Source: an optimization exercise on an open RTL-to-GDS flow (aim: small area, a short achievable clock period and few clock cycles). Production flows keep margins and buffers that such runs may drop. Function was not checked in any run shown here: the RTL went through the layout flow alone. No activity file was given, so power comes from the tool's default toggle rates.

==> design.v <==
module fa_cell (input a, input b, input c, output s, output co);
assign s = a ^ b ^ c;
assign co = (a & b) | (a & c) | (b & c);
endmodule
module ha_cell (input a, input b, output s, output co);
assign s = a ^ b;
assign co = a & b;
endmodule
module dot4_s1 (input [31:0] a, input [31:0] b, input [47:0] sel, output [25:0] cs);
wire s1_1 = ((sel[0] & a[0])) ^ sel[2];
wire s1_2 = ((sel[0] & a[1]) | (sel[1] & a[0])) ^ sel[2];
wire s1_3 = ((sel[0] & a[2]) | (sel[1] & a[1])) ^ sel[2];
wire s1_4 = ((sel[0] & a[3]) | (sel[1] & a[2])) ^ sel[2];
wire s1_5 = ((sel[0] & a[4]) | (sel[1] & a[3])) ^ sel[2];
wire s1_6 = ((sel[0] & a[5]) | (sel[1] & a[4])) ^ sel[2];
wire s1_7 = ((sel[0] & a[6]) | (sel[1] & a[5])) ^ sel[2];
wire s1_8 = ((sel[0] & a[7]) | (sel[1] & a[6])) ^ sel[2];
wire s1_9 = ~(((sel[0] & a[7]) | (sel[1] & a[7])) ^ sel[2]);
wire s1_10 = ((sel[3] & a[0])) ^ sel[5];
wire s1_11 = ((sel[3] & a[1]) | (sel[4] & a[0])) ^ sel[5];
wire s1_12 = ((sel[3] & a[2]) | (sel[4] & a[1])) ^ sel[5];
wire s1_13 = ((sel[3] & a[3]) | (sel[4] & a[2])) ^ sel[5];
wire s1_14 = ((sel[3] & a[4]) | (sel[4] & a[3])) ^ sel[5];
wire s1_15 = ((sel[3] & a[5]) | (sel[4] & a[4])) ^ sel[5];
wire s1_16 = ((sel[3] & a[6]) | (sel[4] & a[5])) ^ sel[5];
wire s1_17 = ((sel[3] & a[7]) | (sel[4] & a[6])) ^ sel[5];
wire s1_18 = ~(((sel[3] & a[7]) | (sel[4] & a[7])) ^ sel[5]);
wire s1_19 = ((sel[6] & a[0])) ^ sel[8];
wire s1_20 = ((sel[6] & a[1]) | (sel[7] & a[0])) ^ sel[8];
wire s1_21 = ((sel[6] & a[2]) | (sel[7] & a[1])) ^ sel[8];
wire s1_22 = ((sel[6] & a[3]) | (sel[7] & a[2])) ^ sel[8];
wire s1_23 = ((sel[6] & a[4]) | (sel[7] & a[3])) ^ sel[8];
wire s1_24 = ((sel[6] & a[5]) | (sel[7] & a[4])) ^ sel[8];
wire s1_25 = ((sel[6] & a[6]) | (sel[7] & a[5])) ^ sel[8];
wire s1_26 = ((sel[6] & a[7]) | (sel[7] & a[6])) ^ sel[8];
wire s1_27 = ~(((sel[6] & a[7]) | (sel[7] & a[7])) ^ sel[8]);
wire s1_28 = ((sel[9] & a[0])) ^ sel[11];
wire s1_29 = ((sel[9] & a[1]) | (sel[10] & a[0])) ^ sel[11];
wire s1_30 = ((sel[9] & a[2]) | (sel[10] & a[1])) ^ sel[11];
wire s1_31 = ((sel[9] & a[3]) | (sel[10] & a[2])) ^ sel[11];
wire s1_32 = ((sel[9] & a[4]) | (sel[10] & a[3])) ^ sel[11];
wire s1_33 = ((sel[9] & a[5]) | (sel[10] & a[4])) ^ sel[11];
wire s1_34 = ((sel[9] & a[6]) | (sel[10] & a[5])) ^ sel[11];
wire s1_35 = ((sel[9] & a[7]) | (sel[10] & a[6])) ^ sel[11];
wire s1_36 = ~(((sel[9] & a[7]) | (sel[10] & a[7])) ^ sel[11]);
wire s1_37 = ((sel[12] & a[8])) ^ sel[14];
wire s1_38 = ((sel[12] & a[9]) | (sel[13] & a[8])) ^ sel[14];
wire s1_39 = ((sel[12] & a[10]) | (sel[13] & a[9])) ^ sel[14];
wire s1_40 = ((sel[12] & a[11]) | (sel[13] & a[10])) ^ sel[14];
wire s1_41 = ((sel[12] & a[12]) | (sel[13] & a[11])) ^ sel[14];
wire s1_42 = ((sel[12] & a[13]) | (sel[13] & a[12])) ^ sel[14];
wire s1_43 = ((sel[12] & a[14]) | (sel[13] & a[13])) ^ sel[14];
wire s1_44 = ((sel[12] & a[15]) | (sel[13] & a[14])) ^ sel[14];
wire s1_45 = ~(((sel[12] & a[15]) | (sel[13] & a[15])) ^ sel[14]);
wire s1_46 = ((sel[15] & a[8])) ^ sel[17];
wire s1_47 = ((sel[15] & a[9]) | (sel[16] & a[8])) ^ sel[17];
wire s1_48 = ((sel[15] & a[10]) | (sel[16] & a[9])) ^ sel[17];
wire s1_49 = ((sel[15] & a[11]) | (sel[16] & a[10])) ^ sel[17];
wire s1_50 = ((sel[15] & a[12]) | (sel[16] & a[11])) ^ sel[17];
wire s1_51 = ((sel[15] & a[13]) | (sel[16] & a[12])) ^ sel[17];
wire s1_52 = ((sel[15] & a[14]) | (sel[16] & a[13])) ^ sel[17];
wire s1_53 = ((sel[15] & a[15]) | (sel[16] & a[14])) ^ sel[17];
wire s1_54 = ~(((sel[15] & a[15]) | (sel[16] & a[15])) ^ sel[17]);
wire s1_55 = ((sel[18] & a[8])) ^ sel[20];
wire s1_56 = ((sel[18] & a[9]) | (sel[19] & a[8])) ^ sel[20];
wire s1_57 = ((sel[18] & a[10]) | (sel[19] & a[9])) ^ sel[20];
wire s1_58 = ((sel[18] & a[11]) | (sel[19] & a[10])) ^ sel[20];
wire s1_59 = ((sel[18] & a[12]) | (sel[19] & a[11])) ^ sel[20];
wire s1_60 = ((sel[18] & a[13]) | (sel[19] & a[12])) ^ sel[20];
wire s1_61 = ((sel[18] & a[14]) | (sel[19] & a[13])) ^ sel[20];
wire s1_62 = ((sel[18] & a[15]) | (sel[19] & a[14])) ^ sel[20];
wire s1_63 = ~(((sel[18] & a[15]) | (sel[19] & a[15])) ^ sel[20]);
wire s1_64 = ((sel[21] & a[8])) ^ sel[23];
wire s1_65 = ((sel[21] & a[9]) | (sel[22] & a[8])) ^ sel[23];
wire s1_66 = ((sel[21] & a[10]) | (sel[22] & a[9])) ^ sel[23];
wire s1_67 = ((sel[21] & a[11]) | (sel[22] & a[10])) ^ sel[23];
wire s1_68 = ((sel[21] & a[12]) | (sel[22] & a[11])) ^ sel[23];
wire s1_69 = ((sel[21] & a[13]) | (sel[22] & a[12])) ^ sel[23];
wire s1_70 = ((sel[21] & a[14]) | (sel[22] & a[13])) ^ sel[23];
wire s1_71 = ((sel[21] & a[15]) | (sel[22] & a[14])) ^ sel[23];
wire s1_72 = ~(((sel[21] & a[15]) | (sel[22] & a[15])) ^ sel[23]);
wire s1_73 = ((sel[24] & a[16])) ^ sel[26];
wire s1_74 = ((sel[24] & a[17]) | (sel[25] & a[16])) ^ sel[26];
wire s1_75 = ((sel[24] & a[18]) | (sel[25] & a[17])) ^ sel[26];
wire s1_76 = ((sel[24] & a[19]) | (sel[25] & a[18])) ^ sel[26];
wire s1_77 = ((sel[24] & a[20]) | (sel[25] & a[19])) ^ sel[26];
wire s1_78 = ((sel[24] & a[21]) | (sel[25] & a[20])) ^ sel[26];
wire s1_79 = ((sel[24] & a[22]) | (sel[25] & a[21])) ^ sel[26];
wire s1_80 = ((sel[24] & a[23]) | (sel[25] & a[22])) ^ sel[26];
wire s1_81 = ~(((sel[24] & a[23]) | (sel[25] & a[23])) ^ sel[26]);
wire s1_82 = ((sel[27] & a[16])) ^ sel[29];
wire s1_83 = ((sel[27] & a[17]) | (sel[28] & a[16])) ^ sel[29];
wire s1_84 = ((sel[27] & a[18]) | (sel[28] & a[17])) ^ sel[29];
wire s1_85 = ((sel[27] & a[19]) | (sel[28] & a[18])) ^ sel[29];
wire s1_86 = ((sel[27] & a[20]) | (sel[28] & a[19])) ^ sel[29];
wire s1_87 = ((sel[27] & a[21]) | (sel[28] & a[20])) ^ sel[29];
wire s1_88 = ((sel[27] & a[22]) | (sel[28] & a[21])) ^ sel[29];
wire s1_89 = ((sel[27] & a[23]) | (sel[28] & a[22])) ^ sel[29];
wire s1_90 = ~(((sel[27] & a[23]) | (sel[28] & a[23])) ^ sel[29]);
wire s1_91 = ((sel[30] & a[16])) ^ sel[32];
wire s1_92 = ((sel[30] & a[17]) | (sel[31] & a[16])) ^ sel[32];
wire s1_93 = ((sel[30] & a[18]) | (sel[31] & a[17])) ^ sel[32];
wire s1_94 = ((sel[30] & a[19]) | (sel[31] & a[18])) ^ sel[32];
wire s1_95 = ((sel[30] & a[20]) | (sel[31] & a[19])) ^ sel[32];
wire s1_96 = ((sel[30] & a[21]) | (sel[31] & a[20])) ^ sel[32];
wire s1_97 = ((sel[30] & a[22]) | (sel[31] & a[21])) ^ sel[32];
wire s1_98 = ((sel[30] & a[23]) | (sel[31] & a[22])) ^ sel[32];
wire s1_99 = ~(((sel[30] & a[23]) | (sel[31] & a[23])) ^ sel[32]);
wire s1_100 = ((sel[33] & a[16])) ^ sel[35];
wire s1_101 = ((sel[33] & a[17]) | (sel[34] & a[16])) ^ sel[35];
wire s1_102 = ((sel[33] & a[18]) | (sel[34] & a[17])) ^ sel[35];
wire s1_103 = ((sel[33] & a[19]) | (sel[34] & a[18])) ^ sel[35];
wire s1_104 = ((sel[33] & a[20]) | (sel[34] & a[19])) ^ sel[35];
wire s1_105 = ((sel[33] & a[21]) | (sel[34] & a[20])) ^ sel[35];
wire s1_106 = ((sel[33] & a[22]) | (sel[34] & a[21])) ^ sel[35];
wire s1_107 = ((sel[33] & a[23]) | (sel[34] & a[22])) ^ sel[35];
wire s1_108 = ~(((sel[33] & a[23]) | (sel[34] & a[23])) ^ sel[35]);
wire s1_109 = ((sel[36] & a[24])) ^ sel[38];
wire s1_110 = ((sel[36] & a[25]) | (sel[37] & a[24])) ^ sel[38];
wire s1_111 = ((sel[36] & a[26]) | (sel[37] & a[25])) ^ sel[38];
wire s1_112 = ((sel[36] & a[27]) | (sel[37] & a[26])) ^ sel[38];
wire s1_113 = ((sel[36] & a[28]) | (sel[37] & a[27])) ^ sel[38];
wire s1_114 = ((sel[36] & a[29]) | (sel[37] & a[28])) ^ sel[38];
wire s1_115 = ((sel[36] & a[30]) | (sel[37] & a[29])) ^ sel[38];
wire s1_116 = ((sel[36] & a[31]) | (sel[37] & a[30])) ^ sel[38];
wire s1_117 = ~(((sel[36] & a[31]) | (sel[37] & a[31])) ^ sel[38]);
wire s1_118 = ((sel[39] & a[24])) ^ sel[41];
wire s1_119 = ((sel[39] & a[25]) | (sel[40] & a[24])) ^ sel[41];
wire s1_120 = ((sel[39] & a[26]) | (sel[40] & a[25])) ^ sel[41];
wire s1_121 = ((sel[39] & a[27]) | (sel[40] & a[26])) ^ sel[41];
wire s1_122 = ((sel[39] & a[28]) | (sel[40] & a[27])) ^ sel[41];
wire s1_123 = ((sel[39] & a[29]) | (sel[40] & a[28])) ^ sel[41];
wire s1_124 = ((sel[39] & a[30]) | (sel[40] & a[29])) ^ sel[41];
wire s1_125 = ((sel[39] & a[31]) | (sel[40] & a[30])) ^ sel[41];
wire s1_126 = ~(((sel[39] & a[31]) | (sel[40] & a[31])) ^ sel[41]);
wire s1_127 = ((sel[42] & a[24])) ^ sel[44];
wire s1_128 = ((sel[42] & a[25]) | (sel[43] & a[24])) ^ sel[44];
wire s1_129 = ((sel[42] & a[26]) | (sel[43] & a[25])) ^ sel[44];
wire s1_130 = ((sel[42] & a[27]) | (sel[43] & a[26])) ^ sel[44];
wire s1_131 = ((sel[42] & a[28]) | (sel[43] & a[27])) ^ sel[44];
wire s1_132 = ((sel[42] & a[29]) | (sel[43] & a[28])) ^ sel[44];
wire s1_133 = ((sel[42] & a[30]) | (sel[43] & a[29])) ^ sel[44];
wire s1_134 = ((sel[42] & a[31]) | (sel[43] & a[30])) ^ sel[44];
wire s1_135 = ~(((sel[42] & a[31]) | (sel[43] & a[31])) ^ sel[44]);
wire s1_136 = ((sel[45] & a[24])) ^ sel[47];
wire s1_137 = ((sel[45] & a[25]) | (sel[46] & a[24])) ^ sel[47];
wire s1_138 = ((sel[45] & a[26]) | (sel[46] & a[25])) ^ sel[47];
wire s1_139 = ((sel[45] & a[27]) | (sel[46] & a[26])) ^ sel[47];
wire s1_140 = ((sel[45] & a[28]) | (sel[46] & a[27])) ^ sel[47];
wire s1_141 = ((sel[45] & a[29]) | (sel[46] & a[28])) ^ sel[47];
wire s1_142 = ((sel[45] & a[30]) | (sel[46] & a[29])) ^ sel[47];
wire s1_143 = ((sel[45] & a[31]) | (sel[46] & a[30])) ^ sel[47];
wire s1_144 = ~(((sel[45] & a[31]) | (sel[46] & a[31])) ^ sel[47]);
wire s1_145, s1_146;
fa_cell s1_145_u (.a(sel[26]), .b(sel[14]), .c(sel[2]), .s(s1_145), .co(s1_146));
wire s1_147, s1_148;
fa_cell s1_147_u (.a(s1_37), .b(s1_1), .c(sel[38]), .s(s1_147), .co(s1_148));
wire s1_149, s1_150;
fa_cell s1_149_u (.a(s1_145), .b(s1_109), .c(s1_73), .s(s1_149), .co(s1_150));
wire s1_151, s1_152;
ha_cell s1_151_u (.a(s1_149), .b(s1_147), .s(s1_151), .co(s1_152));
wire s1_153, s1_154;
fa_cell s1_153_u (.a(s1_74), .b(s1_38), .c(s1_2), .s(s1_153), .co(s1_154));
wire s1_155, s1_156;
fa_cell s1_155_u (.a(s1_148), .b(s1_146), .c(s1_110), .s(s1_155), .co(s1_156));
wire s1_157, s1_158;
fa_cell s1_157_u (.a(s1_152), .b(s1_150), .c(s1_153), .s(s1_157), .co(s1_158));
wire s1_159, s1_160;
ha_cell s1_159_u (.a(s1_157), .b(s1_155), .s(s1_159), .co(s1_160));
wire s1_161, s1_162;
fa_cell s1_161_u (.a(sel[29]), .b(sel[17]), .c(sel[5]), .s(s1_161), .co(s1_162));
wire s1_163, s1_164;
fa_cell s1_163_u (.a(s1_10), .b(s1_3), .c(sel[41]), .s(s1_163), .co(s1_164));
wire s1_165, s1_166;
fa_cell s1_165_u (.a(s1_75), .b(s1_46), .c(s1_39), .s(s1_165), .co(s1_166));
wire s1_167, s1_168;
fa_cell s1_167_u (.a(s1_118), .b(s1_111), .c(s1_82), .s(s1_167), .co(s1_168));
wire s1_169, s1_170;
fa_cell s1_169_u (.a(s1_163), .b(s1_154), .c(s1_161), .s(s1_169), .co(s1_170));
wire s1_171, s1_172;
fa_cell s1_171_u (.a(s1_156), .b(s1_167), .c(s1_165), .s(s1_171), .co(s1_172));
wire s1_173, s1_174;
fa_cell s1_173_u (.a(s1_171), .b(s1_158), .c(s1_169), .s(s1_173), .co(s1_174));
wire s1_175, s1_176;
ha_cell s1_175_u (.a(s1_173), .b(s1_160), .s(s1_175), .co(s1_176));
wire s1_177, s1_178;
fa_cell s1_177_u (.a(s1_40), .b(s1_11), .c(s1_4), .s(s1_177), .co(s1_178));
wire s1_179, s1_180;
fa_cell s1_179_u (.a(s1_83), .b(s1_76), .c(s1_47), .s(s1_179), .co(s1_180));
wire s1_181, s1_182;
fa_cell s1_181_u (.a(s1_162), .b(s1_119), .c(s1_112), .s(s1_181), .co(s1_182));
wire s1_183, s1_184;
fa_cell s1_183_u (.a(s1_168), .b(s1_166), .c(s1_164), .s(s1_183), .co(s1_184));
wire s1_185, s1_186;
fa_cell s1_185_u (.a(s1_181), .b(s1_179), .c(s1_177), .s(s1_185), .co(s1_186));
wire s1_187, s1_188;
fa_cell s1_187_u (.a(s1_185), .b(s1_183), .c(s1_170), .s(s1_187), .co(s1_188));
wire s1_189, s1_190;
fa_cell s1_189_u (.a(s1_174), .b(s1_187), .c(s1_172), .s(s1_189), .co(s1_190));
wire s1_191, s1_192;
ha_cell s1_191_u (.a(s1_189), .b(s1_176), .s(s1_191), .co(s1_192));
wire s1_193, s1_194;
fa_cell s1_193_u (.a(sel[32]), .b(sel[20]), .c(sel[8]), .s(s1_193), .co(s1_194));
wire s1_195, s1_196;
fa_cell s1_195_u (.a(s1_12), .b(s1_5), .c(sel[44]), .s(s1_195), .co(s1_196));
wire s1_197, s1_198;
fa_cell s1_197_u (.a(s1_48), .b(s1_41), .c(s1_19), .s(s1_197), .co(s1_198));
wire s1_199, s1_200;
fa_cell s1_199_u (.a(s1_84), .b(s1_77), .c(s1_55), .s(s1_199), .co(s1_200));
wire s1_201, s1_202;
fa_cell s1_201_u (.a(s1_120), .b(s1_113), .c(s1_91), .s(s1_201), .co(s1_202));
wire s1_203, s1_204;
fa_cell s1_203_u (.a(s1_178), .b(s1_193), .c(s1_127), .s(s1_203), .co(s1_204));
wire s1_205, s1_206;
fa_cell s1_205_u (.a(s1_197), .b(s1_195), .c(s1_180), .s(s1_205), .co(s1_206));
wire s1_207, s1_208;
fa_cell s1_207_u (.a(s1_182), .b(s1_201), .c(s1_199), .s(s1_207), .co(s1_208));
wire s1_209, s1_210;
fa_cell s1_209_u (.a(s1_205), .b(s1_203), .c(s1_184), .s(s1_209), .co(s1_210));
wire s1_211, s1_212;
fa_cell s1_211_u (.a(s1_209), .b(s1_207), .c(s1_186), .s(s1_211), .co(s1_212));
wire s1_213, s1_214;
fa_cell s1_213_u (.a(s1_190), .b(s1_211), .c(s1_188), .s(s1_213), .co(s1_214));
wire s1_215, s1_216;
ha_cell s1_215_u (.a(s1_213), .b(s1_192), .s(s1_215), .co(s1_216));
wire s1_217, s1_218;
fa_cell s1_217_u (.a(s1_20), .b(s1_13), .c(s1_6), .s(s1_217), .co(s1_218));
wire s1_219, s1_220;
fa_cell s1_219_u (.a(s1_56), .b(s1_49), .c(s1_42), .s(s1_219), .co(s1_220));
wire s1_221, s1_222;
fa_cell s1_221_u (.a(s1_92), .b(s1_85), .c(s1_78), .s(s1_221), .co(s1_222));
wire s1_223, s1_224;
fa_cell s1_223_u (.a(s1_128), .b(s1_121), .c(s1_114), .s(s1_223), .co(s1_224));
wire s1_225, s1_226;
fa_cell s1_225_u (.a(s1_198), .b(s1_196), .c(s1_194), .s(s1_225), .co(s1_226));
wire s1_227, s1_228;
fa_cell s1_227_u (.a(s1_217), .b(s1_202), .c(s1_200), .s(s1_227), .co(s1_228));
wire s1_229, s1_230;
fa_cell s1_229_u (.a(s1_223), .b(s1_221), .c(s1_219), .s(s1_229), .co(s1_230));
wire s1_231, s1_232;
fa_cell s1_231_u (.a(s1_225), .b(s1_206), .c(s1_204), .s(s1_231), .co(s1_232));
wire s1_233, s1_234;
fa_cell s1_233_u (.a(s1_208), .b(s1_229), .c(s1_227), .s(s1_233), .co(s1_234));
wire s1_235, s1_236;
fa_cell s1_235_u (.a(s1_233), .b(s1_210), .c(s1_231), .s(s1_235), .co(s1_236));
wire s1_237, s1_238;
fa_cell s1_237_u (.a(s1_214), .b(s1_235), .c(s1_212), .s(s1_237), .co(s1_238));
wire s1_239, s1_240;
fa_cell s1_239_u (.a(sel[35]), .b(sel[23]), .c(sel[11]), .s(s1_239), .co(s1_240));
wire s1_241, s1_242;
fa_cell s1_241_u (.a(s1_14), .b(s1_7), .c(sel[47]), .s(s1_241), .co(s1_242));
wire s1_243, s1_244;
fa_cell s1_243_u (.a(s1_43), .b(s1_28), .c(s1_21), .s(s1_243), .co(s1_244));
wire s1_245, s1_246;
fa_cell s1_245_u (.a(s1_64), .b(s1_57), .c(s1_50), .s(s1_245), .co(s1_246));
wire s1_247, s1_248;
fa_cell s1_247_u (.a(s1_93), .b(s1_86), .c(s1_79), .s(s1_247), .co(s1_248));
wire s1_249, s1_250;
fa_cell s1_249_u (.a(s1_122), .b(s1_115), .c(s1_100), .s(s1_249), .co(s1_250));
wire s1_251, s1_252;
fa_cell s1_251_u (.a(s1_239), .b(s1_136), .c(s1_129), .s(s1_251), .co(s1_252));
wire s1_253, s1_254;
fa_cell s1_253_u (.a(s1_222), .b(s1_220), .c(s1_218), .s(s1_253), .co(s1_254));
wire s1_255, s1_256;
fa_cell s1_255_u (.a(s1_243), .b(s1_241), .c(s1_224), .s(s1_255), .co(s1_256));
wire s1_257, s1_258;
fa_cell s1_257_u (.a(s1_249), .b(s1_247), .c(s1_245), .s(s1_257), .co(s1_258));
wire s1_259, s1_260;
fa_cell s1_259_u (.a(s1_228), .b(s1_226), .c(s1_251), .s(s1_259), .co(s1_260));
wire s1_261, s1_262;
fa_cell s1_261_u (.a(s1_255), .b(s1_253), .c(s1_230), .s(s1_261), .co(s1_262));
wire s1_263, s1_264;
fa_cell s1_263_u (.a(s1_259), .b(s1_232), .c(s1_257), .s(s1_263), .co(s1_264));
wire s1_265, s1_266;
fa_cell s1_265_u (.a(s1_263), .b(s1_261), .c(s1_234), .s(s1_265), .co(s1_266));
wire s1_267, s1_268;
ha_cell s1_267_u (.a(s1_265), .b(s1_236), .s(s1_267), .co(s1_268));
wire s1_269, s1_270;
fa_cell s1_269_u (.a(s1_22), .b(s1_15), .c(s1_8), .s(s1_269), .co(s1_270));
wire s1_271, s1_272;
fa_cell s1_271_u (.a(s1_51), .b(s1_44), .c(s1_29), .s(s1_271), .co(s1_272));
wire s1_273, s1_274;
fa_cell s1_273_u (.a(s1_80), .b(s1_65), .c(s1_58), .s(s1_273), .co(s1_274));
wire s1_275, s1_276;
fa_cell s1_275_u (.a(s1_101), .b(s1_94), .c(s1_87), .s(s1_275), .co(s1_276));
wire s1_277, s1_278;
fa_cell s1_277_u (.a(s1_130), .b(s1_123), .c(s1_116), .s(s1_277), .co(s1_278));
wire s1_279, s1_280;
fa_cell s1_279_u (.a(s1_242), .b(s1_240), .c(s1_137), .s(s1_279), .co(s1_280));
wire s1_281, s1_282;
fa_cell s1_281_u (.a(s1_248), .b(s1_246), .c(s1_244), .s(s1_281), .co(s1_282));
wire s1_283, s1_284;
fa_cell s1_283_u (.a(s1_271), .b(s1_269), .c(s1_250), .s(s1_283), .co(s1_284));
wire s1_285, s1_286;
fa_cell s1_285_u (.a(s1_277), .b(s1_275), .c(s1_273), .s(s1_285), .co(s1_286));
wire s1_287, s1_288;
fa_cell s1_287_u (.a(s1_256), .b(s1_254), .c(s1_252), .s(s1_287), .co(s1_288));
wire s1_289, s1_290;
fa_cell s1_289_u (.a(s1_281), .b(s1_279), .c(s1_258), .s(s1_289), .co(s1_290));
wire s1_291, s1_292;
fa_cell s1_291_u (.a(s1_260), .b(s1_285), .c(s1_283), .s(s1_291), .co(s1_292));
wire s1_293, s1_294;
fa_cell s1_293_u (.a(s1_262), .b(s1_289), .c(s1_287), .s(s1_293), .co(s1_294));
wire s1_295, s1_296;
fa_cell s1_295_u (.a(s1_293), .b(s1_264), .c(s1_291), .s(s1_295), .co(s1_296));
wire s1_297, s1_298;
ha_cell s1_297_u (.a(s1_295), .b(s1_266), .s(s1_297), .co(s1_298));
wire s1_299, s1_300;
fa_cell s1_299_u (.a(s1_23), .b(s1_16), .c(s1_9), .s(s1_299), .co(s1_300));
wire s1_301, s1_302;
fa_cell s1_301_u (.a(s1_52), .b(s1_45), .c(s1_30), .s(s1_301), .co(s1_302));
wire s1_303, s1_304;
fa_cell s1_303_u (.a(s1_81), .b(s1_66), .c(s1_59), .s(s1_303), .co(s1_304));
wire s1_305, s1_306;
fa_cell s1_305_u (.a(s1_102), .b(s1_95), .c(s1_88), .s(s1_305), .co(s1_306));
wire s1_307, s1_308;
fa_cell s1_307_u (.a(s1_131), .b(s1_124), .c(s1_117), .s(s1_307), .co(s1_308));
wire s1_309, s1_310;
fa_cell s1_309_u (.a(s1_272), .b(s1_270), .c(s1_138), .s(s1_309), .co(s1_310));
wire s1_311, s1_312;
fa_cell s1_311_u (.a(s1_278), .b(s1_276), .c(s1_274), .s(s1_311), .co(s1_312));
wire s1_313, s1_314;
fa_cell s1_313_u (.a(s1_303), .b(s1_301), .c(s1_299), .s(s1_313), .co(s1_314));
wire s1_315, s1_316;
fa_cell s1_315_u (.a(s1_280), .b(s1_307), .c(s1_305), .s(s1_315), .co(s1_316));
wire s1_317, s1_318;
fa_cell s1_317_u (.a(s1_286), .b(s1_284), .c(s1_282), .s(s1_317), .co(s1_318));
wire s1_319, s1_320;
fa_cell s1_319_u (.a(s1_313), .b(s1_311), .c(s1_309), .s(s1_319), .co(s1_320));
wire s1_321, s1_322;
fa_cell s1_321_u (.a(s1_315), .b(s1_290), .c(s1_288), .s(s1_321), .co(s1_322));
wire s1_323, s1_324;
fa_cell s1_323_u (.a(s1_292), .b(s1_319), .c(s1_317), .s(s1_323), .co(s1_324));
wire s1_325, s1_326;
fa_cell s1_325_u (.a(s1_323), .b(s1_321), .c(s1_294), .s(s1_325), .co(s1_326));
wire s1_327, s1_328;
ha_cell s1_327_u (.a(s1_298), .b(s1_296), .s(s1_327), .co(s1_328));
wire s1_329, s1_330;
fa_cell s1_329_u (.a(s1_31), .b(s1_24), .c(s1_17), .s(s1_329), .co(s1_330));
wire s1_331, s1_332;
fa_cell s1_331_u (.a(s1_67), .b(s1_60), .c(s1_53), .s(s1_331), .co(s1_332));
wire s1_333, s1_334;
fa_cell s1_333_u (.a(s1_103), .b(s1_96), .c(s1_89), .s(s1_333), .co(s1_334));
wire s1_335, s1_336;
fa_cell s1_335_u (.a(s1_139), .b(s1_132), .c(s1_125), .s(s1_335), .co(s1_336));
wire s1_337, s1_338;
fa_cell s1_337_u (.a(s1_304), .b(s1_302), .c(s1_300), .s(s1_337), .co(s1_338));
wire s1_339, s1_340;
fa_cell s1_339_u (.a(s1_329), .b(s1_308), .c(s1_306), .s(s1_339), .co(s1_340));
wire s1_341, s1_342;
fa_cell s1_341_u (.a(s1_335), .b(s1_333), .c(s1_331), .s(s1_341), .co(s1_342));
wire s1_343, s1_344;
fa_cell s1_343_u (.a(s1_314), .b(s1_312), .c(s1_310), .s(s1_343), .co(s1_344));
wire s1_345, s1_346;
fa_cell s1_345_u (.a(s1_341), .b(s1_339), .c(s1_337), .s(s1_345), .co(s1_346));
wire s1_347, s1_348;
fa_cell s1_347_u (.a(s1_343), .b(s1_318), .c(s1_316), .s(s1_347), .co(s1_348));
wire s1_349, s1_350;
fa_cell s1_349_u (.a(s1_322), .b(s1_345), .c(s1_320), .s(s1_349), .co(s1_350));
wire s1_351, s1_352;
fa_cell s1_351_u (.a(s1_349), .b(s1_324), .c(s1_347), .s(s1_351), .co(s1_352));
wire s1_353, s1_354;
ha_cell s1_353_u (.a(s1_351), .b(s1_326), .s(s1_353), .co(s1_354));
wire s1_355, s1_356;
assign s1_355 = ~(s1_25 ^ s1_18);
assign s1_356 = s1_25 | s1_18;
wire s1_357, s1_358;
fa_cell s1_357_u (.a(s1_61), .b(s1_54), .c(s1_32), .s(s1_357), .co(s1_358));
wire s1_359, s1_360;
fa_cell s1_359_u (.a(s1_97), .b(s1_90), .c(s1_68), .s(s1_359), .co(s1_360));
wire s1_361, s1_362;
fa_cell s1_361_u (.a(s1_133), .b(s1_126), .c(s1_104), .s(s1_361), .co(s1_362));
wire s1_363, s1_364;
fa_cell s1_363_u (.a(s1_332), .b(s1_330), .c(s1_140), .s(s1_363), .co(s1_364));
wire s1_365, s1_366;
fa_cell s1_365_u (.a(s1_355), .b(s1_336), .c(s1_334), .s(s1_365), .co(s1_366));
wire s1_367, s1_368;
fa_cell s1_367_u (.a(s1_361), .b(s1_359), .c(s1_357), .s(s1_367), .co(s1_368));
wire s1_369, s1_370;
fa_cell s1_369_u (.a(s1_342), .b(s1_340), .c(s1_338), .s(s1_369), .co(s1_370));
wire s1_371, s1_372;
fa_cell s1_371_u (.a(s1_367), .b(s1_365), .c(s1_363), .s(s1_371), .co(s1_372));
wire s1_373, s1_374;
fa_cell s1_373_u (.a(s1_346), .b(s1_369), .c(s1_344), .s(s1_373), .co(s1_374));
wire s1_375, s1_376;
fa_cell s1_375_u (.a(s1_373), .b(s1_348), .c(s1_371), .s(s1_375), .co(s1_376));
wire s1_377, s1_378;
fa_cell s1_377_u (.a(s1_352), .b(s1_375), .c(s1_350), .s(s1_377), .co(s1_378));
wire s1_379, s1_380;
assign s1_379 = ~(s1_33 ^ s1_26);
assign s1_380 = s1_33 | s1_26;
wire s1_381, s1_382;
fa_cell s1_381_u (.a(s1_98), .b(s1_69), .c(s1_62), .s(s1_381), .co(s1_382));
wire s1_383, s1_384;
fa_cell s1_383_u (.a(s1_141), .b(s1_134), .c(s1_105), .s(s1_383), .co(s1_384));
wire s1_385, s1_386;
fa_cell s1_385_u (.a(s1_360), .b(s1_358), .c(s1_356), .s(s1_385), .co(s1_386));
wire s1_387, s1_388;
fa_cell s1_387_u (.a(s1_381), .b(s1_379), .c(s1_362), .s(s1_387), .co(s1_388));
wire s1_389, s1_390;
fa_cell s1_389_u (.a(s1_366), .b(s1_364), .c(s1_383), .s(s1_389), .co(s1_390));
wire s1_391, s1_392;
fa_cell s1_391_u (.a(s1_387), .b(s1_385), .c(s1_368), .s(s1_391), .co(s1_392));
wire s1_393, s1_394;
fa_cell s1_393_u (.a(s1_372), .b(s1_389), .c(s1_370), .s(s1_393), .co(s1_394));
wire s1_395, s1_396;
fa_cell s1_395_u (.a(s1_393), .b(s1_374), .c(s1_391), .s(s1_395), .co(s1_396));
wire s1_397, s1_398;
ha_cell s1_397_u (.a(s1_395), .b(s1_376), .s(s1_397), .co(s1_398));
wire s1_399, s1_400;
fa_cell s1_399_u (.a(s1_63), .b(s1_34), .c(s1_27), .s(s1_399), .co(s1_400));
wire s1_401, s1_402;
fa_cell s1_401_u (.a(s1_106), .b(s1_99), .c(s1_70), .s(s1_401), .co(s1_402));
wire s1_403, s1_404;
fa_cell s1_403_u (.a(s1_380), .b(s1_142), .c(s1_135), .s(s1_403), .co(s1_404));
wire s1_405, s1_406;
fa_cell s1_405_u (.a(s1_399), .b(s1_384), .c(s1_382), .s(s1_405), .co(s1_406));
wire s1_407, s1_408;
fa_cell s1_407_u (.a(s1_388), .b(s1_386), .c(s1_401), .s(s1_407), .co(s1_408));
wire s1_409, s1_410;
fa_cell s1_409_u (.a(s1_390), .b(s1_405), .c(s1_403), .s(s1_409), .co(s1_410));
wire s1_411, s1_412;
fa_cell s1_411_u (.a(s1_409), .b(s1_392), .c(s1_407), .s(s1_411), .co(s1_412));
wire s1_413, s1_414;
fa_cell s1_413_u (.a(s1_396), .b(s1_411), .c(s1_394), .s(s1_413), .co(s1_414));
wire s1_415, s1_416;
assign s1_415 = ~(s1_71 ^ s1_35);
assign s1_416 = s1_71 | s1_35;
wire s1_417, s1_418;
fa_cell s1_417_u (.a(s1_400), .b(s1_143), .c(s1_107), .s(s1_417), .co(s1_418));
wire s1_419, s1_420;
fa_cell s1_419_u (.a(s1_404), .b(s1_415), .c(s1_402), .s(s1_419), .co(s1_420));
wire s1_421, s1_422;
fa_cell s1_421_u (.a(s1_408), .b(s1_417), .c(s1_406), .s(s1_421), .co(s1_422));
wire s1_423, s1_424;
fa_cell s1_423_u (.a(s1_421), .b(s1_410), .c(s1_419), .s(s1_423), .co(s1_424));
wire s1_425, s1_426;
ha_cell s1_425_u (.a(s1_423), .b(s1_412), .s(s1_425), .co(s1_426));
wire s1_427, s1_428;
fa_cell s1_427_u (.a(s1_108), .b(s1_72), .c(s1_36), .s(s1_427), .co(s1_428));
wire s1_429, s1_430;
fa_cell s1_429_u (.a(s1_427), .b(s1_416), .c(s1_144), .s(s1_429), .co(s1_430));
wire s1_431, s1_432;
fa_cell s1_431_u (.a(s1_420), .b(s1_429), .c(s1_418), .s(s1_431), .co(s1_432));
wire s1_433, s1_434;
fa_cell s1_433_u (.a(s1_424), .b(s1_431), .c(s1_422), .s(s1_433), .co(s1_434));
wire s1_435 = s1_430 ^ s1_428 ^ 1'b1;
wire s1_436 = s1_434 ^ s1_432 ^ s1_435;
assign cs[0] = s1_151;
assign cs[1] = s1_159;
assign cs[2] = s1_175;
assign cs[3] = s1_191;
assign cs[4] = s1_215;
assign cs[5] = s1_216;
assign cs[6] = s1_237;
assign cs[7] = s1_267;
assign cs[8] = s1_238;
assign cs[9] = s1_268;
assign cs[10] = s1_297;
assign cs[11] = s1_325;
assign cs[12] = s1_327;
assign cs[13] = s1_328;
assign cs[14] = s1_353;
assign cs[15] = s1_354;
assign cs[16] = s1_377;
assign cs[17] = s1_397;
assign cs[18] = s1_378;
assign cs[19] = s1_398;
assign cs[20] = s1_413;
assign cs[21] = s1_425;
assign cs[22] = s1_414;
assign cs[23] = s1_426;
assign cs[24] = s1_433;
assign cs[25] = s1_436;
endmodule
module dot4_s2 (input [25:0] cs, output [15:0] y);
wire [10:0] r0 = {cs[25], cs[23], cs[21], cs[19], cs[17], cs[15], cs[13], cs[11], cs[9], cs[7], cs[5]};
wire [10:0] r1 = {1'b0, cs[24], cs[22], cs[20], cs[18], cs[16], cs[14], cs[12], cs[10], cs[8], cs[6]};
assign y = {r0 + r1, cs[4], cs[3], cs[2], cs[1], cs[0]};
endmodule
module sys_array_fetcher
#(parameter DATA_WIDTH=8,
parameter ARRAY_W=4,
parameter ARRAY_L=4)
(input  clock,
    input  reset_n,
    input  load_params,
    input  start_comp,
    input  [DATA_WIDTH*ARRAY_W*ARRAY_L - 1:0] input_data_a,
    input  [DATA_WIDTH*ARRAY_W*ARRAY_L - 1:0] input_data_b,
    output reg ready,
    output [2*DATA_WIDTH*ARRAY_W*ARRAY_W-1:0] out_data);
localparam CSW = 26;
reg [127:0] param;                
reg [16*CSW-1:0] cs;              
wire [16*CSW-1:0] cs_next;
wire [191:0] sel;                 
genvar i, j;
generate
    for (i = 0; i < 64; i = i + 1) begin : booth
        wire b1 = param[2*i+1];
        wire b0 = param[2*i];
        wire bm;
        if (i % 4 == 0) begin : lsb
            assign bm = 1'b0;
        end else begin : mid
            assign bm = param[2*i-1];
        end
        assign sel[3*i]   = b0 ^ bm;
        assign sel[3*i+1] = (b1 & ~b0 & ~bm) | (~b1 & b0 & bm);
        assign sel[3*i+2] = b1 & ~(b0 & bm);
    end
endgenerate
generate
    for (i = 0; i < 4; i = i + 1) begin : row
        for (j = 0; j < 4; j = j + 1) begin : col
            dot4_s1 s1 (.a(input_data_a[32*j +: 32]), .b(param[32*i +: 32]), .sel(sel[48*i +: 48]),
                        .cs(cs_next[CSW*(4*i+j) +: CSW]));
            dot4_s2 s2 (.cs(cs[CSW*(4*i+j) +: CSW]), .y(out_data[16*(4*i+j) +: 16]));
        end
    end
endgenerate
always @(posedge clock) begin
    if (~reset_n) begin
        param <= 128'd0;
        ready <= 1'b0;
    end else begin
        if (load_params) param <= input_data_b;
        if (start_comp) ready <= 1'b1;
    end
    if (start_comp) cs <= cs_next;
end
endmodule
==> run.sh <==
#!/bin/bash
# synth_recipe.tcl (not shown) runs the flow's synth.tcl, then flattens the netlist and writes it again
# the make line also repeats each setting of config.mk as NAME=value (left out here)
make -C /OpenROAD-flow-scripts/flow DESIGN_CONFIG=/design/flow/config.mk WORK_HOME=/design/flow/orfs CLKGATE_MAP_FILE= SYNTH_SCRIPT=/design/flow/synth_recipe.tcl finish
==> config.mk <==
export PLATFORM = sky130hd
export DESIGN_NAME = sys_array_fetcher
export DESIGN_NICKNAME = sys_array_fetcher
export VERILOG_FILES = /design/flow/design.v
export SDC_FILE = /design/flow/constraint.sdc
export NUM_CORES = 4
export LEC_CHECK = 0
export CAP_MARGIN = 20
export CORE_MARGIN = 2
export CORE_UTILIZATION = 40
export SLEW_MARGIN = 20
export SYNTH_HIERARCHICAL = 1
==> constraint.sdc <==
create_clock -name core_clock -period 6.5 [get_ports {clock}]
set_input_delay 1.3000 -clock core_clock [delete_from_list [all_inputs] [get_ports {clock}]]
set_output_delay 1.3000 -clock core_clock [all_outputs]
set_load 0.01 [all_outputs]
==> results.py, run 1 <==
metrics = {
    "place": {
        "dpl_worst_slack_ps": 308,
        "gp_congestion": 0.948,
        "io_buffers": 516,
        "dpl.hpwl_um": 361000,
    },
    "setup_path": {
        "crit_buf_inv": 1,
        "crit_top_cell": "fa_1",
        "crit_type": "flip-flop to flip-flop",
        "crit_slowest_cell": "ha_1",
        "worstPathMaxFanout": 16,
        "max_stage_delay_ps": 1010,
        "start_kind": "flip-flop",
        "reg2reg_depth": 10,
        "crit_family": "adder cells",
        "crit_path_end_kind": "flip-flop",
        "cp.required_ps": 7070,
        "crit_arrival_ps": 6400,
        "cp_cell_sequence": "ha_1, buf_4, a22oi_2, xnor2_1, fa_1, fa_1, fa_1, fa_1, fa_1, fa_1",
        "cp.depth": 10,
    },
    "global_routing": {
        "grt_usage_pct": 32.1,
        "antenna_found_initial": 30,
        "grt_pass1_vias": 97700,
        "grt_max_degree": 110,
        "grt-ovfl-total": 0,
        "grt_pass1_wl_um": 740000,
    },
    "timing": {
        "setup_viol": 0,
        "finalWorstSetupSlack_ps": 677,
        "tightest_slew_ps": 1210,
        "fin_crit_sh_pct": 89.6,
        "hold_violations": 0,
        "fin_crit_ps": 5820,
        "totalNegativeSetupSlack_ps": 0,
        "rsz0062_at_grt": "false",
        "slew_violations": 0,
        "relSlewSlack_pct": 19.4,
        "fmax_mhz": 172,
        "finalClockSkew_ps": 67.9,
    },
    "status": {
        "outcome": "timing/DRC/antenna clean",
    },
    "worst_hold_path": {
        "min_path_cells": 1,
        "min_path_type": "flip-flop to flip-flop",
    },
    "run": {
        "maxCapViolCount": 0,
    },
    "drt": {
        "route.detailed.drc": 0,
        "wl_per_cell_um": 36.0,
        "firstDrtPassIters": 6,
        "vias": 90900,
        "ant_nets": 0,
        "vias_per_cell": 6.22,
        "drt_iter0_markers": 11100,
        "route.final.wire_length_um": 526000,
    },
    "synthesis": {
        "avgSynthCellArea_um2": 11.7,
        "synth_top_area_share_pct": 33.2,
        "synth_area_leaders": "fa_1 (33%), xnor2_1 (15%), edfxtp_1 (9.8%), a22oi_2 (8.8%), buf_6 (7.1%)",
        "netlist_top_cells_count": "fa_1 (2112), xnor2_1 (2112), a22oi_1 (896), a22oi_2 (896), buf_6 (801)",
        "synthCells": 10800,
        "synth_edf_count": 416,
        "synth_ff_type": "edfxtp_1",
        "syn_nets": 13700,
        "yosys_register_bits": 545,
        "ys_async_sr_fraction_pct": 0,
        "ys.warnings.count": 7,
        "yosysSeqAreaShare_pct": 11.8,
        "yosys.area.top_type": "fa_1",
        "synth_cell_types": 34,
        "synth_area_mm2": 0.127,
    },
    "cts": {
        "postCtsSetupRepairBufs": 0,
        "clock_sinks": 545,
        "htreeDepth": 3,
        "tritoncts": "yes",
        "path_clk_slew_ps": 70,
        "ctsHoldBuffers": 0,
        "clockBufferDepth": 4,
        "clkLatencyLatePin_ps": 870,
        "cts_resized": 0,
        "cts_buffers": 83,
        "cts-root-buf": "clkbuf_16",
    },
    "floorplanning": {
        "start_util_pct": 40.1,
        "die-area_mm2": 0.323,
        "coreArea_mm2": 0.317,
        "boundaryPins": 517,
        "die_h_um": 568,
        "num_rows": 207,
        "die_x_um": 568,
    },
    "cells_and_area": {
        "area_growth_pct": 4.57,
        "final_nets": 13200,
        "drive_above_1_share_pct": 19.4,
    },
    "power": {
        "vdd_drop_max_mv": 0.519,
        "p_leak_nw": 47.7,
        "p_per_area_mw_per_mm2": 623,
    },
}
[worst register-to-register path: stages (launching register included)]
cell,delay [ps]
dfxtp_1,670
ha_1,1020
buf_4,410
a22oi_2,120
xnor2_1,340
fa_1,510
fa_1,540
fa_1,450
fa_1,520
fa_1,590
fa_1,420
[area by class of cell]
class / count / area (µm²)
tap: 4180 / 5230
antenna: 21 / 52.6
fill: 29500 / 184000
clock inverter: 34 / 392
sequential: 545 / 15100
clock buffer: 115 / 2400
inverter: 208 / 781
multi-input combinational: 8353 / 97100
timing repair buffer: 1155 / 12100
[stage by stage]
stage / cells / util, % / area [µm²] / hold slack, ps / power (mW)
final: 14600 / 42.0 / 133000 / 476 / 82.9
after CTS: 14600 / 41.9 / 133000 / 481 / 82.7
after detailed placement: 14400 / 41.1 / 130000 / 468 / 77.0
after global placement: 14400 / 41.1 / 130000 / 454 / 75.8
after global routing: 14600 / 42.0 / 133000 / 512 / 89.8
after floorplan: 10800 / - / 127000 / 509 / 72.1
[state kept, by name, indices dropped and copies added (netlist names)]
register  count
cs          416
param       128
ready         1
[cell usage in the layout (no fill, tap or decap), types with 128 or more instances in the layout]
cell and instances:
a22oi_1 896, a22oi_2 896, buf_12 217, buf_4 423
clkdlybuf4s50_1 393, edfxtp_1 416, fa_1 2112, ha_1 419
inv_1 208, mux2i_1 128, nand2_1 400, nor2b_1 128
o21ai_1 256, xnor2_1 2112, xor2_1 384
[metal layers]
layer	vias to the layer above	part of all wire, %	track usage, %
met3	1542	12	10.7
met1	47500	39	41.2
met4	32	7.0	19.4
met5	-	0.037	0
met2	6627	42	46.7
li1	35200	-	-
[final timing paths]
path	slack (ps)	endpoint	startpoint
hold / removal	480	ready	ready
hold reg to reg	480	ready	ready
setup / recovery	680	cs[224]	param[67]
setup reg to reg	680	cs[224]	param[67]
[per-module statistics from Yosys (local to each module, per instance)]
module	cell area, µm²	flip-flops and latches
sys_array_fetcher	19300	545
dot4_s1	3510	0
dot4_s2	482	0
fa_cell	20.0	0
ha_cell	12.5	0
[report_power, final]
group          internal [mW]  total, mW  switching (mW)
sequential              10.2       10.9           0.747
combinational           30.2       67.1            37.0
clock                   2.83       4.89            2.06
[cells by family (layout without fill, tap and decap cells)]
kind of cell	after synthesis	in the layout	share of synthesized area [%]
and+or+nand+nor	848	848	3.24
AOI/OAI and AO/OA	2337	2337	16.6
other	0	21	0
adders and majority gates	2544	2544	37.4
buffers and inverters	1948	1512	12.7
xor gates and xnor gates	2496	2496	17.2
muxes	128	128	1.01
DFF	545	545	11.8
==> run 2: changes to the inputs <==
--- a/design.v
+++ b/design.v
@@ -7,5 +7,5 @@
 assign co = a & b;
 endmodule
-module dot4_s1 (input [31:0] a, input [31:0] b, input [47:0] sel, output [25:0] cs);
+module dot4_s1 (input [31:0] a, input [47:0] sel, output [25:0] cs);
 wire s1_1 = ((sel[0] & a[0])) ^ sel[2];
 wire s1_2 = ((sel[0] & a[1]) | (sel[1] & a[0])) ^ sel[2];
@@ -492,22 +492,22 @@
     output [2*DATA_WIDTH*ARRAY_W*ARRAY_W-1:0] out_data);
 localparam CSW = 26;
-reg [127:0] param;                
+reg [191:0] sel;                  
+wire [191:0] sel_next;
 reg [16*CSW-1:0] cs;              
 wire [16*CSW-1:0] cs_next;
-wire [191:0] sel;                 
 genvar i, j;
 generate
     for (i = 0; i < 64; i = i + 1) begin : booth
-        wire b1 = param[2*i+1];
-        wire b0 = param[2*i];
+        wire b1 = input_data_b[2*i+1];
+        wire b0 = input_data_b[2*i];
         wire bm;
         if (i % 4 == 0) begin : lsb
             assign bm = 1'b0;
         end else begin : mid
-            assign bm = param[2*i-1];
+            assign bm = input_data_b[2*i-1];
         end
-        assign sel[3*i]   = b0 ^ bm;
-        assign sel[3*i+1] = (b1 & ~b0 & ~bm) | (~b1 & b0 & bm);
-        assign sel[3*i+2] = b1 & ~(b0 & bm);
+        assign sel_next[3*i]   = b0 ^ bm;
+        assign sel_next[3*i+1] = (b1 & ~b0 & ~bm) | (~b1 & b0 & bm);
+        assign sel_next[3*i+2] = b1 & ~(b0 & bm);
     end
 endgenerate
@@ -515,5 +515,5 @@
     for (i = 0; i < 4; i = i + 1) begin : row
         for (j = 0; j < 4; j = j + 1) begin : col
-            dot4_s1 s1 (.a(input_data_a[32*j +: 32]), .b(param[32*i +: 32]), .sel(sel[48*i +: 48]),
+            dot4_s1 s1 (.a(input_data_a[32*j +: 32]), .sel(sel[48*i +: 48]),
                         .cs(cs_next[CSW*(4*i+j) +: CSW]));
             dot4_s2 s2 (.cs(cs[CSW*(4*i+j) +: CSW]), .y(out_data[16*(4*i+j) +: 16]));
@@ -523,8 +523,8 @@
 always @(posedge clock) begin
     if (~reset_n) begin
-        param <= 128'd0;
+        sel <= 192'd0;
         ready <= 1'b0;
     end else begin
-        if (load_params) param <= input_data_b;
+        if (load_params) sel <= sel_next;
         if (start_comp) ready <= 1'b1;
     end
==> results.py, run 2 <==
metrics = {
    "place": {
        "gp_congestion": 0.975,
        "dpl.hpwl_um": 369000,
        "io_buffers": 516,
        "dp_cells": 14800,
    },
    "timing": {
        "rsz0062_at_grt": "false",
        "hold_slack_ps": 479,
        "hold_violations": 0,
        "finalClockSkew_ps": 51.5,
        "slew_violations": 0,
        "setup_viol": 0,
        "fin_crit_ps": 5530,
        "relSlewSlack_pct": 11.1,
        "fmax_mhz": 181,
        "tightest_slew_ps": 1330,
        "totalNegativeSetupSlack_ps": 0,
        "fin_crit_sh_pct": 85.0,
    },
    "synthesis": {
        "ys_async_sr_fraction_pct": 0,
        "synth_area_leaders": "fa_1 (33%), xnor2_1 (14%), edfxtp_1 (9.7%), a22oi_2 (8.7%), buf_6 (7.0%)",
        "synth_ff_type": "edfxtp_1",
        "netlist_top_cells_count": "fa_1 (2112), xnor2_1 (2112), a22oi_1 (896), a22oi_2 (896), buf_6 (803)",
        "yosysSeqAreaShare_pct": 12.6,
        "yosys_register_bits": 609,
        "synth_area_mm2": 0.129,
        "ys.warnings.count": 7,
        "synth_top_area_share_pct": 32.7,
        "syn_nets": 13800,
        "synth_edf_count": 416,
        "avgSynthCellArea_um2": 11.7,
        "synthCells": 11000,
        "yosys.area.top_type": "fa_1",
        "synth_cell_types": 38,
    },
    "setup_path": {
        "worstPathMaxFanout": 25,
        "crit_type": "primary input to flip-flop",
        "start_kind": "primary input",
        "crit_path_end_kind": "flip-flop",
        "cp.required_ps": 6970,
        "crit_arrival_ps": 5990,
    },
    "drt": {
        "firstDrtPassIters": 7,
        "wl_per_cell_um": 35.3,
        "vias_per_cell": 6.24,
        "drt_iter0_markers": 12000,
        "route.detailed.drc": 0,
        "route.final.wire_length_um": 527000,
        "vias": 93300,
        "ant_nets": 0,
    },
    "cts": {
        "ctsHoldBuffers": 0,
        "htreeDepth": 3,
        "cts_resized": 0,
        "clkLatencyLatePin_ps": 750,
        "tritoncts": "yes",
        "cts_buffers": 82,
        "postCtsSetupRepairBufs": 0,
        "path_clk_slew_ps": 60,
        "clockBufferDepth": 3,
        "cts-root-buf": "clkbuf_16",
        "clock_sinks": 609,
    },
    "floorplanning": {
        "die_x_um": 573,
        "boundaryPins": 517,
        "num_rows": 208,
        "start_util_pct": 40.2,
        "coreArea_mm2": 0.321,
        "die-area_mm2": 0.328,
        "die_h_um": 573,
    },
    "power": {
        "p_per_area_mw_per_mm2": 516,
        "vdd_drop_max_mv": 0.588,
        "total_power_mw": 69.5,
        "p_leak_nw": 48.3,
    },
    "cells_and_area": {
        "final_nets": 13400,
        "largest_register": "cs",
        "instances_no_fill": 14900,
        "n_fill_cell": 30200,
        "area_growth_pct": 4.04,
        "post-route-util_pct": 41.9,
        "final_cell_mix": "xnor2_1 (2112), fa_1 (2112), a22oi_2 (896), a22oi_1 (896), buf_4 (513)",
        "largest_reg_flops": 416,
        "top_regs": "cs (416), sel (192), ready (1)",
        "drive_above_1_share_pct": 19.8,
    },
    "global_routing": {
        "grt_usage_pct": 31.8,
        "grt_max_degree": 162,
        "grt_pass1_wl_um": 742000,
        "antenna_found_initial": 32,
        "grt-ovfl-total": 0,
        "grt_pass1_vias": 100000,
    },
    "worst_hold_path": {
        "min_path_type": "flip-flop to flip-flop",
    },
    "run": {
        "maxCapViolCount": 0,
    },
    "status": {
        "outcome": "timing/DRC/antenna clean",
    },
}
==> run 2: through the flow <==
step	instance area, µm²	worst slack [ps]
final	135000	974
after global routing	134000	911
after CTS	134000	1070
after detailed placement	132000	278
after global placement	132000	267
after floorplan	129000	1110
==> run 2: worst paths after layout <==
| path | slack, ps | cells after the start | to | start |
|---|---|---|---|---|
| max | 970 | 12 | cs[94] | input_data_a[116] |
| min | 480 | 1 | ready | ready |
| max reg2reg | 1040 | 10 | cs[94] | sel[27] |
| min reg2reg | 480 | 1 | ready | ready |
==> run 2: cells by family after synthesis <==
| logic type | Yosys count | synth area share, % |
|---|---|---|
| adder cells (fa/ha/maj) | 2544 | 36.9 |
| XOR/XNOR | 2496 | 16.9 |
| AO/OA/AOI/OAI | 2449 | 16.9 |
| buffers and inverters | 1975 | 12.5 |
| AND/OR/NAND/NOR | 864 | 3.56 |
| flip-flops | 609 | 12.6 |
| multiplexers | 80 | 0.619 |
==> run 2: Yosys stat by module, one instance, submodules excluded <==
module	cells inside	flops+latches	cell area (µm²)
sys_array_fetcher	1257	609	21200
dot4_s2	66	0	482
dot4_s1	402	0	3510
ha_cell	1	0	12.5
fa_cell	1	0	20.0
==> run 2: power by group <==
part / switching (mW) / leakage [nW] / internal, mW / total (mW)
Clock: 2.08 / 1.37 / 2.84 / 4.92
Combinational: 29.5 / 41.1 / 24.5 / 54.0
Sequential: 1.19 / 5.77 / 9.31 / 10.5
==> run 2: area by class of cell <==
| type | instances | area (µm²) | share of cell area (%) |
|---|---|---|---|
| diodes | 28 | 70.1 | 0.0521 |
| clock buffers | 119 | 2430 | 1.81 |
| clock inverters | 32 | 367 | 0.273 |
| inverters | 208 | 781 | 0.580 |
| multi-input cells | 8433 | 96800 | 72.0 |
| flip-flops and latches | 609 | 16500 | 12.3 |
| well taps | 4305 | 5390 | 4.00 |
| repair buffers | 1213 | 12100 | 9.02 |
==> run 2: layer usage <==
layer / part of all wire, % / vias to the layer above / routed length [µm] / GRT usage [%]
met5: 0.036 / - / 189 / 0
met4: 7.6 / 22 / 40200 / 20.5
met3: 14 / 1748 / 72000 / 12.4
met2: 42 / 7274 / 221000 / 45.9
met1: 37 / 48300 / 194000 / 39.4
li1: - / 35900 / - / -
==> run 2: critical path, cell delays in order <==
cell and delay (ps):
clkdlybuf4s50_1 510, buf_12 280, buf_4 200, a22oi_1 80, xnor2_1 230, fa_1 430, fa_1 520, fa_1 460
fa_1 450, fa_1 530, fa_1 480, fa_1 500
==> run 3: changes to the inputs <==
==> flow/run.sh (new file) <==
#!/bin/bash
# The standard ORFS layout (the standard.sh, standard synthesis included),
# except that the input and output ports are buffered with buf_4 cells
# instead of buffer_ports' default choice.
set -euo pipefail
export BUFFER_PORTS_ARGS="-buffer_cell sky130_fd_sc_hd__buf_4"
bash standard.sh finish > standard.log 2>&1
==> standard.sh (new file) <==
#!/bin/bash
# synth_recipe.tcl (not shown) runs the flow's synth.tcl, then flattens the netlist and writes it again
# the make line also repeats each setting of config.mk as NAME=value (left out here)
make -C /OpenROAD-flow-scripts/flow DESIGN_CONFIG=/design/flow/config.mk WORK_HOME=/design/flow/orfs CLKGATE_MAP_FILE= SYNTH_SCRIPT=/design/flow/synth_recipe.tcl "${@:-finish}"
removed: run.sh
==> results.py, run 3 <==
metrics = {
    "timing": {
        "fin_crit_sh_pct": 81.7,
        "slew_violations": 0,
        "relSlewSlack_pct": 17.5,
        "rsz0062_at_grt": "false",
        "totalNegativeSetupSlack_ps": 0,
        "fin_crit_ps": 5310,
        "tightest_slew_ps": 1240,
        "finalClockSkew_ps": 64.4,
        "setup_viol": 0,
        "fmax_mhz": 188,
        "hold_violations": 0,
    },
    "cts": {
        "htreeDepth": 3,
        "path_clk_slew_ps": 60,
        "clock_sinks": 609,
        "clkLatencyLatePin_ps": 770,
        "ctsHoldBuffers": 0,
        "cts_resized": 0,
        "cts_buffers": 82,
        "cts-root-buf": "clkbuf_16",
        "tritoncts": "yes",
        "postCtsSetupRepairBufs": 0,
        "clockBufferDepth": 3,
    },
    "status": {
        "outcome": "timing/DRC/antenna clean",
    },
    "worst_hold_path": {
        "min_path_cells": 2,
        "whs_endpoint": "sel[25]",
        "min_path_type": "flip-flop to flip-flop",
        "hp-start": "sel[25]",
    },
    "setup_path": {
        "max_stage_delay_ps": 530,
        "start_kind": "primary input",
        "reg2reg_depth": 11,
        "crit_arrival_ps": 5810,
        "r2r_setup_slack_ps": 1190,
        "crit_path_end_kind": "flip-flop",
        "crit_slowest_cell": "fa_1",
        "crit_family": "adder cells",
        "crit_buf_inv": 2,
        "cp.required_ps": 7000,
        "worstPathMaxFanout": 24,
        "crit-reg2reg-capture": "cs[259]",
        "rr_startpoint": "sel[135]",
        "crit_type": "primary input to flip-flop",
        "crit_top_cell": "fa_1",
        "cp_cell_sequence": "buf_4, buf_4, a22oi_2, xnor2_1, fa_1, fa_1, fa_1, fa_1, fa_1, fa_1, xnor2_1, xnor2_1",
    },
    "cells_and_area": {
        "final_cell_area_mm2": 0.134,
        "final_nets": 13400,
        "area_growth_pct": 3.29,
        "top_regs": "cs (416), sel (192), ready (1)",
        "final_cell_mix": "xnor2_1 (2112), fa_1 (2112), buf_4 (1149)",
        "largest_reg_flops": 416,
        "drive_above_1_share_pct": 24.0,
        "largest_register": "cs",
        "n_fill_cell": 30400,
    },
    "drt": {
        "wl_per_cell_um": 35.2,
        "route.final.wire_length_um": 528000,
        "vias": 92900,
        "drt_iter0_markers": 12300,
        "vias_per_cell": 6.19,
        "route.detailed.drc": 0,
        "ant_nets": 0,
        "firstDrtPassIters": 10,
    },
    "synthesis": {
        "synth_area_leaders": "fa_1 (33%), xnor2_1 (14%), edfxtp_1 (9.7%), a22oi_2 (8.7%), buf_6 (7.0%)",
        "synth_ff_type": "edfxtp_1",
        "synth_area_mm2": 0.129,
        "yosys.area.top_type": "fa_1",
        "netlist_top_cells_count": "fa_1 (2112), xnor2_1 (2112), a22oi_1 (896), a22oi_2 (896), buf_6 (803)",
        "synth_edf_count": 416,
        "ys.warnings.count": 7,
        "synth_top_area_share_pct": 32.7,
        "ys_async_sr_fraction_pct": 0,
        "yosys_register_bits": 609,
        "syn_nets": 13800,
        "avgSynthCellArea_um2": 11.7,
        "synthCells": 11000,
        "yosysSeqAreaShare_pct": 12.6,
        "synth_cell_types": 38,
    },
    "power": {
        "p_leak_nw": 48.7,
        "total_power_mw": 68.6,
        "vdd_drop_max_mv": 0.554,
        "p_per_area_mw_per_mm2": 514,
    },
    "global_routing": {
        "grt_usage_pct": 31.8,
        "antenna_found_initial": 46,
        "grt_max_degree": 136,
        "grt-ovfl-total": 0,
        "grt_pass1_wl_um": 738000,
        "grt_pass1_vias": 99100,
    },
    "run": {
        "maxCapViolCount": 0,
    },
    "floorplanning": {
        "start_util_pct": 40.2,
        "coreArea_mm2": 0.321,
        "die-area_mm2": 0.328,
        "boundaryPins": 517,
        "num_rows": 208,
        "die_h_um": 573,
        "die_x_um": 573,
    },
    "place": {
        "dpl_cell_area_mm2": 0.131,
        "gp_congestion": 0.992,
        "dpl.hpwl_um": 379000,
        "io_buffers": 516,
    },
}
[run 3: through the flow]
stage               hold slack [ps]  utilization, %  setup slack (ps)  cells
floorplan                       470               -              1110  11000
global placement                457            40.7               533  14800
detailed placement              468            40.7               531  14800
CTS                             483            41.5              1300  15000
global route                    504            41.5              1050  15000
finish                          478            41.6              1190  15000
[run 3: Yosys stat by module (local to each module, per instance)]
module / flip-flops and latches / area, µm² / cells inside / copies in the design
ha_cell: 0 / 12.5 / 1 / 176
dot4_s2: 0 / 482 / 66 / 16
fa_cell: 0 / 20.0 / 1 / 2096
dot4_s1: 0 / 3510 / 402 / 16
sys_array_fetcher: 609 / 21200 / 1257 / 1
[run 3: logic make-up (layout without fill, tap and decap cells)]
kind of cell	after synthesis	count (layout)	share of synthesized area, %
muxes	80	80	0.619
AOI/OAI and AO/OA	2449	2449	16.9
DFF	609	609	12.6
and+or+nand+nor	864	864	3.56
adders and majority gates	2544	2544	36.9
xor gates and xnor gates	2496	2496	16.9
buffers and inverters	1975	1638	12.5
other	0	21	0
[run 3: how the worst max path moves through the flow]
stage | start | to | slack, ps | depth (start not counted)
final | input_data_a[108] | cs[207] | 1190 | 12
after global placement | input_data_a[4] | cs[16] | 530 | 11
after detailed placement | input_data_a[4] | cs[16] | 530 | 11
after CTS | input_data_a[4] | cs[16] | 1300 | 11
after floorplan | input_data_a[4] | cs[120] | 1110 | 11
after global routing | input_data_a[4] | cs[16] | 1050 | 11
[run 3: worst min-delay path, cell delays in order (launching register included)]
cell and delay (ps):
dfxtp_1 310, nand2b_1 70, a21boi_1 50
[run 3: final cells by class]
class | count | area (µm²) | share of cell area [%]
Multi-Input combinational cell | 8433 | 96800 | 72.5
Sequential cell | 609 | 16600 | 12.4
Antenna cell | 21 | 52.6 | 0.0393
Inverter | 208 | 781 | 0.585
Clock buffer | 111 | 2340 | 1.75
Clock inverter | 39 | 397 | 0.297
Timing Repair Buffer | 1280 | 11200 | 8.41
Tap cell | 4305 | 5390 | 4.03
[run 3: report_power, final]
| part | leakage, nW | total [mW] | internal (mW) | switching, mW |
|---|---|---|---|---|
| combinational | 41.6 | 53.3 | 23.5 | 29.7 |
| sequential | 5.78 | 10.5 | 9.30 | 1.15 |
| clock | 1.34 | 4.87 | 2.74 | 2.13 |
[run 3: metal layers]
metal	global-route usage [%]	vias to the layer above	part of all wire, %
li1	-	36100	-
met1	39.3	48200	37
met2	46.3	6919	42
met3	12.0	1661	13
met4	20.4	30	7.6
met5	0.0735	-	0.039

-- static timing again, ports no longer ideal --
The results above use ideal ports. As a check the final layouts listed here were re-extracted and re-timed, cells and wires unchanged. Step 1 (the two cells are an assumption about what drives the block):
set clk [get_ports {clock}]
set_driving_cell -lib_cell sky130_fd_sc_hd__clkbuf_16 $clk
set_driving_cell -lib_cell sky130_fd_sc_hd__buf_2 [delete_from_list [all_inputs] $clk]
Step 2, shift: input delay + t, output delay - t, t = (earliest + latest rising clock arrival at the registers) / 2. This alone moves slack from input paths to output paths. Slacks: ideal / step 1 / step 2; pairs: ideal / step 1.
run | t (ns) | setup WS [ns] | worst setup path after step 2 | latest minus earliest clock arrival (ns)
run 1 | 0.946 | 0.677 / 0.677 / 0.124 | input to register | 0.083 / 0.083
run 2 | 0.837 | 0.974 / 1.039 / 0.212 | input to register | 0.052 / 0.052
run 3 | 0.841 | 1.189 / 1.144 / 0.303 | input to register | 0.066 / 0.066
After both steps setup and hold are still met in every run listed. The setup slack of run 3, which loses most, moves by -0.045 ns with the drivers and by -0.886 ns with both steps.
